From an optimization exercise on the open Yosys and OpenROAD flow, aimed at small area; shortcuts taken in it are not production practice.
Function was checked by simulation only, so behaviour that the tests miss may differ from the original.
No activity file was given, so power comes from the tool's default toggle rates.

## IPF
module IPF ( clk, reset, in_en, din, ipf_type, ipf_band_pos, ipf_wo_class, ipf_offset, lcu_x, lcu_y, lcu_size, busy, out_en, dout, dout_addr, finish);
Size: about 68 I/O pins, about 0.025 sq mm of cells after synthesis.
clock: 10.0 ns
lec_check: 0
cap_margin: 60
cell_pad_in_sites_detail_placement: 2
cell_pad_in_sites_global_placement: 4
core_margin: 2
core_utilization: 22
place_density: 0.32
slew_margin: 40
run.sh (not shown) runs the stock make flow with config.mk's settings and CLKGATE_MAP_FILE= SYNTH_SCRIPT=/design/flow/synth_recipe.tcl, a recipe that flattens the netlist after the stock synthesis.
Rerun with:
==> flow/config.mk (replaced) <==
export PLATFORM = sky130hd
export DESIGN_NAME = IPF
export DESIGN_NICKNAME = IPF
export VERILOG_FILES = /design/flow/design.v
export SDC_FILE = /design/flow/constraint.sdc
export NUM_CORES = 4
export LEC_CHECK = 0
export ABC_AREA = 1
export CAP_MARGIN = 20
export CORE_MARGIN = 2
export CORE_UTILIZATION = 70
export CTS_BUF_LIST = sky130_fd_sc_hd__clkbuf_4 sky130_fd_sc_hd__clkbuf_8
export CTS_CLUSTER_DIAMETER = 50
export CTS_CLUSTER_SIZE = 20
export PLACE_DENSITY = 0.8
export SLEW_MARGIN = 20
After rerunning: The new run completed without violations. Sequential share of layout area increases by 12 points. Clock power is lower by 57%. Final area decreases by 15%. Via count decreases by 4.2%. Fmax is about the same. Sequential power goes down by about 2%. Register-to-register slack gains 0.73 ns. Routed wire length fell by 21%. Core utilization rose by 49 points. First-iteration DRC count rose by 81%. Non-clock buffer count drops by 85.

* * *

## run A
Another version of the RTL of IPF (not shown whole).
Size in the first run: roughly 1400 cells after synthesis, roughly 68 I/O pins.
export LEC_CHECK = 0
export ABC_AREA = 1
export CAP_MARGIN = 20
export CORE_MARGIN = 2
export CORE_UTILIZATION = 60
export CTS_BUF_LIST = sky130_fd_sc_hd__clkbuf_4
export CTS_CLUSTER_DIAMETER = 30
export CTS_CLUSTER_SIZE = 10
export PLACE_DENSITY = 0.65
export SLEW_MARGIN = 20
create_clock -name core_clock -period 10.0 [get_ports {clk}]
standard.sh (not shown) runs the stock make flow with config.mk's settings and CLKGATE_MAP_FILE= SYNTH_SCRIPT=/design/flow/synth_recipe.tcl, a recipe that flattens the netlist after the stock synthesis.
==> flow/flow/run.sh <==
#!/bin/bash
# Layout flow: the standard flow (standard.sh) with these changes:
#  - after the standard synthesis, its combinational logic is re-mapped by
#    ABC (flow/remap.tcl) with a few random seeds of &deepsyn, and the
#    smallest result is used; the flip-flops are left as they are and
#    checked to be identical, else the standard netlist is kept;
#  - the port buffers use the smallest buffer cell (buf_1);
#  - clock tree synthesis inserts no dummy loads.
# Each tool's output goes to a log file in this folder; ORFS also keeps its
# per-step logs under orfs/logs.
set -euo pipefail
export BUFFER_PORTS_ARGS="-buffer_cell sky130_fd_sc_hd__buf_1"
export CTS_ARGS="-sink_clustering_enable -repair_clock_nets -sink_clustering_size 10 -sink_clustering_max_diameter 30 -buf_list {sky130_fd_sc_hd__clkbuf_4} -dont_use_dummy_load"

bash standard.sh synth > synth.log 2>&1

res=orfs/results/$FLOW_PLATFORM/IPF/base
cp $res/1_2_yosys.v standard_synth.v

flops() { grep -oE '^ *sky130_fd_sc_hd__(df|ed|sd)[a-z0-9_]+ [^ ]+' "$1" | sort; }
nflops=$(flops standard_synth.v | wc -l)

# re-map with seeds 0..7, four at a time
for batch in "0 1 2 3" "4 5 6 7"; do
  for s in $batch; do
    ABC_SEED=$s IN_V=standard_synth.v OUT_V=remap_$s.v timeout 1200 yosys -c flow/remap.tcl > remap_$s.log 2>&1 &
  done
  wait || true
done

best=""; best_area=""
for s in 0 1 2 3 4 5 6 7; do
  [ -s remap_$s.v ] && [ -s remap_$s.v.stat ] || continue
  [ "$nflops" -gt 0 ] && cmp -s <(flops standard_synth.v) <(flops remap_$s.v) || continue
  area=$(grep "Chip area" remap_$s.v.stat | awk '{print $NF}')
  if [ -z "$best" ] || awk "BEGIN{exit !($area < $best_area)}"; then best=$s; best_area=$area; fi
done

if [ -n "$best" ]; then
  echo "re-mapped netlist of seed $best used (cell area $best_area); flip-flops identical: $nflops" > remap_check.log
  cp remap_$best.v $res/1_2_yosys.v
  touch $res/1_2_yosys.v
else
  echo "re-mapping failed or changed flip-flops; standard netlist kept" > remap_check.log
fi

bash standard.sh > flow.log 2>&1
Other scripts of this flow, unchanged in this note and not shown: flow/flow/remap.tcl
> inputs changed (run A -> run B)
# run A
export LEC_CHECK = 0
export ABC_AREA = 1
export CAP_MARGIN = 20
export CORE_MARGIN = 2
export CORE_UTILIZATION = 60
export CTS_BUF_LIST = sky130_fd_sc_hd__clkbuf_4
export CTS_CLUSTER_DIAMETER = 30
export CTS_CLUSTER_SIZE = 10
export PLACE_DENSITY = 0.65
export SLEW_MARGIN = 20
create_clock -name core_clock -period 10.0 [get_ports {clk}]
# run B
export LEC_CHECK = 0
export ABC_AREA = 1
export CAP_MARGIN = 20
export CORE_MARGIN = 2
export CORE_UTILIZATION = 70
export CTS_BUF_LIST = sky130_fd_sc_hd__clkbuf_4
export CTS_CLUSTER_DIAMETER = 30
export CTS_CLUSTER_SIZE = 10
export GPL_TIMING_DRIVEN = 0
export PLACE_DENSITY = 0.8
export SLEW_MARGIN = 20
create_clock -name core_clock -period 10.0 [get_ports {clk}]
Notes after the runs:
- Re number of detailed-routing iterations run before antenna repair: run A and run B aren't equal, and the lower value belongs to run B.
- Comparing run A and run B, the higher final instance area is on run A.
- Summary of run B over run A: via count held steady, sequential share of layout area grew by 0.66 points, hold slack grew by 0.0073 ns, cell area after placement shrank by about 0.9%.
- The setup slack of run B is smaller than that of run A.
- Re met2 global-route usage: run A and run B aren't equal, and the lower value belongs to run A.
Edits applied to the flow inputs when going from run B to run C:
# run B
export LEC_CHECK = 0
export ABC_AREA = 1
export CAP_MARGIN = 20
export CORE_MARGIN = 2
export CORE_UTILIZATION = 70
export CTS_BUF_LIST = sky130_fd_sc_hd__clkbuf_4
export CTS_CLUSTER_DIAMETER = 30
export CTS_CLUSTER_SIZE = 10
export GPL_TIMING_DRIVEN = 0
export PLACE_DENSITY = 0.8
export SLEW_MARGIN = 20
create_clock -name core_clock -period 10.0 [get_ports {clk}]
# run C
export LEC_CHECK = 0
export ABC_AREA = 1
export CAP_MARGIN = 20
export CORE_MARGIN = 2
export CORE_UTILIZATION = 70
export CTS_BUF_LIST = sky130_fd_sc_hd__clkbuf_4
export CTS_CLUSTER_DIAMETER = 30
export CTS_CLUSTER_SIZE = 10
export PLACE_DENSITY = 0.8
export SLEW_MARGIN = 20
create_clock -name core_clock -period 10.0 [get_ports {clk}]
[summary]
Sum of routed wire length over all layers (lower): run C
On internal power of the cells, run B and run C are neck and neck.
Run B -> run C: synthesized area delta 0, exact match
Input changes introduced in run D (baseline for comparison: run C):
# run C
export LEC_CHECK = 0
export ABC_AREA = 1
export CAP_MARGIN = 20
export CORE_MARGIN = 2
export CORE_UTILIZATION = 70
export CTS_BUF_LIST = sky130_fd_sc_hd__clkbuf_4
export CTS_CLUSTER_DIAMETER = 30
export CTS_CLUSTER_SIZE = 10
export PLACE_DENSITY = 0.8
export SLEW_MARGIN = 20
create_clock -name core_clock -period 10.0 [get_ports {clk}]
# run D
export LEC_CHECK = 0
export ABC_AREA = 1
export CAP_MARGIN = 20
export CORE_MARGIN = 2
export CORE_UTILIZATION = 70
export CTS_BUF_LIST = sky130_fd_sc_hd__clkbuf_4
export CTS_CLUSTER_DIAMETER = 30
export CTS_CLUSTER_SIZE = 10
export GPL_TIMING_DRIVEN = 0
export PLACE_DENSITY = 0.8
export SLEW_MARGIN = 20
create_clock -name core_clock -period 10.0 [get_ports {clk}]
diff --git a/flow/flow/run.sh b/flow/flow/run.sh
--- a/flow/flow/run.sh
+++ b/flow/flow/run.sh
@@ -12,3 +12,3 @@
 export BUFFER_PORTS_ARGS="-buffer_cell sky130_fd_sc_hd__buf_1"
-export CTS_ARGS="-sink_clustering_enable -repair_clock_nets -sink_clustering_size 10 -sink_clustering_max_diameter 30 -buf_list {sky130_fd_sc_hd__clkbuf_4} -dont_use_dummy_load"
+export CTS_ARGS="-sink_clustering_enable -repair_clock_nets -sink_clustering_size 12 -sink_clustering_max_diameter 30 -buf_list {sky130_fd_sc_hd__clkbuf_4} -dont_use_dummy_load"
 
--- outcome ---
Compare run D and run C | non-clock buffer total of the final layout lower: run D
For the first-iteration DRC count, run D came in 16% lower than run C did.
The run showing the greater clock-pin slew on the worst setup and hold paths is run D.
From run C to run D the numbers moved as follows: first-pass GRT wire length shrank by 980 um, post-place setup slack decreased by 1.93 ns relative to the old numbers.
diff inputs: run D => run E
# run D
export LEC_CHECK = 0
export ABC_AREA = 1
export CAP_MARGIN = 20
export CORE_MARGIN = 2
export CORE_UTILIZATION = 70
export CTS_BUF_LIST = sky130_fd_sc_hd__clkbuf_4
export CTS_CLUSTER_DIAMETER = 30
export CTS_CLUSTER_SIZE = 10
export GPL_TIMING_DRIVEN = 0
export PLACE_DENSITY = 0.8
export SLEW_MARGIN = 20
create_clock -name core_clock -period 10.0 [get_ports {clk}]
# run E
export LEC_CHECK = 0
export ABC_AREA = 1
export CAP_MARGIN = 20
export CORE_MARGIN = 2
export CORE_UTILIZATION = 70
export CTS_BUF_LIST = sky130_fd_sc_hd__clkbuf_4
export CTS_CLUSTER_DIAMETER = 30
export CTS_CLUSTER_SIZE = 10
export PLACE_DENSITY = 0.8
export SLEW_MARGIN = 20
create_clock -name core_clock -period 10.0 [get_ports {clk}]
diff --git a/flow/flow/run.sh b/flow/flow/run.sh
--- a/flow/flow/run.sh
+++ b/flow/flow/run.sh
@@ -12,3 +12,3 @@
 export BUFFER_PORTS_ARGS="-buffer_cell sky130_fd_sc_hd__buf_1"
-export CTS_ARGS="-sink_clustering_enable -repair_clock_nets -sink_clustering_size 12 -sink_clustering_max_diameter 30 -buf_list {sky130_fd_sc_hd__clkbuf_4} -dont_use_dummy_load"
+export CTS_ARGS="-sink_clustering_enable -repair_clock_nets -sink_clustering_size 12 -sink_clustering_max_diameter 26 -buf_list {sky130_fd_sc_hd__clkbuf_4} -dont_use_dummy_load"
 
==> comparison <==
Looking at clock network fraction of total power, run E sits 1.4 points higher than run D does. Cmp run D and run E / hold slack / lower: run D. Reported for run D and run E, number of buffers inserted to repair setup after CTS turned out identical to the last digit. Core utilization: run E higher than run D. Run E ends up with lower sequential share of layout area than run D does.
The following lists how run F was set up differently from run E:
# run E
export LEC_CHECK = 0
export ABC_AREA = 1
export CAP_MARGIN = 20
export CORE_MARGIN = 2
export CORE_UTILIZATION = 70
export CTS_BUF_LIST = sky130_fd_sc_hd__clkbuf_4
export CTS_CLUSTER_DIAMETER = 30
export CTS_CLUSTER_SIZE = 10
export PLACE_DENSITY = 0.8
export SLEW_MARGIN = 20
create_clock -name core_clock -period 10.0 [get_ports {clk}]
# run F
export LEC_CHECK = 0
export ABC_AREA = 1
export CAP_MARGIN = 20
export CORE_MARGIN = 2
export CORE_UTILIZATION = 70
export CTS_BUF_LIST = sky130_fd_sc_hd__clkbuf_4
export CTS_CLUSTER_DIAMETER = 30
export CTS_CLUSTER_SIZE = 10
export GPL_TIMING_DRIVEN = 0
export PLACE_DENSITY = 0.8
export SLEW_MARGIN = 20
create_clock -name core_clock -period 10.0 [get_ports {clk}]
diff --git a/flow/flow/run.sh b/flow/flow/run.sh
--- a/flow/flow/run.sh
+++ b/flow/flow/run.sh
@@ -12,3 +12,3 @@
 export BUFFER_PORTS_ARGS="-buffer_cell sky130_fd_sc_hd__buf_1"
-export CTS_ARGS="-sink_clustering_enable -repair_clock_nets -sink_clustering_size 12 -sink_clustering_max_diameter 26 -buf_list {sky130_fd_sc_hd__clkbuf_4} -dont_use_dummy_load"
+export CTS_ARGS="-sink_clustering_enable -repair_clock_nets -sink_clustering_size 11 -sink_clustering_max_diameter 30 -buf_list {sky130_fd_sc_hd__clkbuf_4} -dont_use_dummy_load"
 
Higher leakage power total was reported by run E, not run F.
Run F vs run E on clock share of power: run F is the lower one.
As far as aggregate routed wire length is concerned, run E and run F perform about the same.
The via count of run F was superior to that of run E.
Summary: worst setup slack before clock tree synthesis, run F worse than run E
Across both runs, minimum clock period after layout was higher for run F than for run E.
Looking at total power across run F and run E, the one that comes out lower is run F.

-- port drivers added, routing unchanged --
Ports are ideal in the flow. The routed layouts listed here were re-timed in OpenROAD.
Step 1 assumes that a clkbuf_16 drives the clock port and a buf_2 every other input.
Step 2 moves the port delays by t, midway between the first and last clock arrival at a register: inputs arrive t later, outputs are due t later. That takes back most of the time a late clock gives input paths.
a / b / c = no drivers / after step 1 / after step 2; a / b = the first two.
| run | t, ns | slack for setup (ns) | cell pins on the clock port's net |
|---|---|---|---|
| the first run of note 1 | 0.742 | 0.448 / 0.422 / 0.422 | 1 |
| the second run of note 1 | 0.737 | 0.468 / 0.390 / 0.390 | 1 |
| run A | 0.808 | 0.829 / 0.761 / -0.047 | 1 |
| run B | 0.770 | 0.519 / 0.510 / -0.260 | 1 |
| run C | 0.806 | 0.793 / 0.779 / -0.027 | 1 |
| run D | 0.744 | 0.497 / 0.488 / -0.257 | 1 |
| run E | 0.811 | 0.740 / 0.722 / -0.089 | 1 |
| run F | 0.748 | 0.503 / 0.490 / -0.258 | 1 |
With both steps, setup timing fails in 6 of these runs, where it was met with ideal ports. For run A, which loses most, drivers alone change the setup slack by -0.068 ns; drivers and shift together by -0.876 ns.
